This design comes from an exercise in tuning for small area, a short achievable clock period and few clock cycles on the open sky130 flow, not from production work. The RTL was checked by simulation tests, not by an equivalence proof against the original design. Power and IR drop assume default switching activity.

## build 65
// lampFPU_top
module lampFPU_top (
	clk, rst,
	flush_i, padv_i,
	opcode_i, rndMode_i, op1_i, op2_i,
	result_o, isResultValid_o, isReady_o
);
clock: 15.0 ns
lec_check: 0
abc_area: 1
cap_margin: 20
core_margin: 2
core_utilization: 40
setup_slack_margin: 5
slew_margin: 20
standard.sh (not shown) runs the stock make flow with config.mk's settings and CLKGATE_MAP_FILE= SYNTH_SCRIPT=/design/flow/synth_recipe.tcl, a recipe that flattens the netlist after the stock synthesis.
==> flow/flow/run.sh <==
#!/bin/bash
set -euo pipefail
bash standard.sh SETUP_SLACK_MARGIN=6 "BUFFER_PORTS_ARGS=-buffer_cell sky130_fd_sc_hd__buf_2" finish > standard.log 2>&1
Build 65 finished all stages; the layout is clean.
Testbench counts of build 65, summed over its fixed seeds: cycles 20,075.
Edits applied to the flow inputs when going from build 65 to build 8:
==> flow/flow/run.sh <==
#!/bin/bash
set -euo pipefail
bash standard.sh SETUP_SLACK_MARGIN=6.5 finish > standard.log 2>&1
### Flow results
- Build 8 gives less wire length of the first global-routing pass than build 65 did.
- Beginning of the critical path = d_r[1]$_DFFE_PN_: build 65; beginning of the critical path = op1_i[12]: build 8
- Build 8 vs build 65 — total stage count of the critical path rose about 12%.
- Placed wire-length estimate (higher): build 65
- Power after layout went up by a little under 10% going from build 65 to build 8.
- Taking build 65 as the reference, in build 8 number of nets in the finished design moved up, worst slack at placement shrank by 550 ps, layout overhead on the synthesized area picked up an extra 8.8 points, net switching power increased by about 7% relative to the old numbers.
Relative to build 8, the following input files were edited for build 53:
Settings: an added GPL_ROUTABILITY_DRIVEN of 0; an added PLACE_DENSITY of 0.75.
==> flow/flow/run.sh <==
#!/bin/bash
set -euo pipefail
bash standard.sh SETUP_SLACK_MARGIN=6 "BUFFER_PORTS_ARGS=-buffer_cell sky130_fd_sc_hd__buf_2" finish > standard.log 2>&1
Findings:
Worst reg-to-reg path cell count delta for build 53 relative to build 8: about 8% lower
| average wire per cell in the routed design | build 53 vs build 8 | about 12% lower |
Comparing count of placed standard cells in the final layout, fillers left out for build 53 and build 8, the bigger number came from build 8.
Clock latency on the worst-skew pair across build 53 and build 8: no real change.
Diff build 8 -> build 53 | detailed-routed wire length on met3 | up by more than 10%
The required time of the critical path in build 53 sits 3110 ps below the value recorded for build 8.
Compared with build 8, in build 53 routed wire length moved down; total power moved down; combinational cell fraction of total power moved down; clock group share of total power moved up.
Density: build 53 sparser than build 8

run 1:
Another version of the RTL of lampFPU_top (not shown whole).
Size: about 4500 cells after synthesis, ~67 flip-flops, ~91 I/O pins, ~26000 um^2 of cells after synthesis.
Settings: LEC_CHECK=0, ABC_AREA=1, CAP_MARGIN=20, CORE_MARGIN=2, CORE_UTILIZATION=40, SETUP_SLACK_MARGIN=5, SLEW_MARGIN=20, TNS_END_PERCENT=5; clock period 15.0 ns.
==> flow/flow/run.sh <==
#!/bin/bash
set -euo pipefail
bash standard.sh SETUP_SLACK_MARGIN=6 finish > standard.log 2>&1
Testbench counts of run 1, summed over its fixed seeds: cycles 20,075.
### run 1 -> run 2
- a change of SETUP_SLACK_MARGIN from 5 to 0
- a deleted TNS_END_PERCENT that had been 5
==> flow/run.sh (new file) <==
#!/bin/bash
# synth_recipe.tcl (not shown) runs the flow's synth.tcl, then flattens the netlist and writes it again
# the make line also repeats each setting of config.mk as NAME=value (left out here)
make -C /OpenROAD-flow-scripts/flow DESIGN_CONFIG=/design/flow/config.mk WORK_HOME=/design/flow/orfs CLKGATE_MAP_FILE= SYNTH_SCRIPT=/design/flow/synth_recipe.tcl finish
removed: flow/flow/run.sh
removed: flow/standard.sh
--- outcome ---
Run 2 vs. run 1: worst setup slack lower; total track usage decreased by 0.51 points relative to the old numbers; fmax -about 17%.
Compared with run 1, run 2 shows leakage dissipation that has gone down by a few percent.
Of run 2 and run 1, the run reporting the higher time the final worst path needs with I/O delays and setup was run 2.
Ratio of final minimum period to clock period: run 2 and run 1 compared, higher one is run 2
Taking run 1 as the reference, in run 2 clock slew at the register clock pins of the worst setup and hold paths barely changed; power fell by 7.5%.

[afterwards: timing with drivers on the ports]
The results above use ideal ports. As a check the final layouts listed here were re-extracted and re-timed, cells and wires unchanged. Step 1: set_driving_cell puts a clkbuf_16 on clk and a buf_2 on each other input, an assumption about the parent block. Step 2 times the ports against the registers' clock, not the clock port: input delays grow and output delays shrink by t, the midpoint of the rising clock arrivals with the driver on. a / b / c = no drivers / after step 1 / after step 2; a / b = the first two.
| run | t (ns) | slack for setup (ns) | worst data-port slew with drivers (ns) |
|---|---|---|---|
| build 65 | 0.413 | 6.234 / 6.177 / 5.948 | 0.10 |
| build 8 | 0.420 | 6.498 / 6.514 / 6.094 | 0.05 |
| build 53 | 0.415 | 6.296 / 6.239 / 5.963 | 0.09 |
| run 1 | 0.434 | 5.953 / 5.884 / 5.568 | 0.12 |
| run 2 | 0.416 | 4.138 / 4.159 / 3.743 | 0.13 |
After both steps setup and hold are still met in every run listed. The setup slack of build 8, which loses most, moves by +0.016 ns with the drivers and by -0.404 ns with both steps.
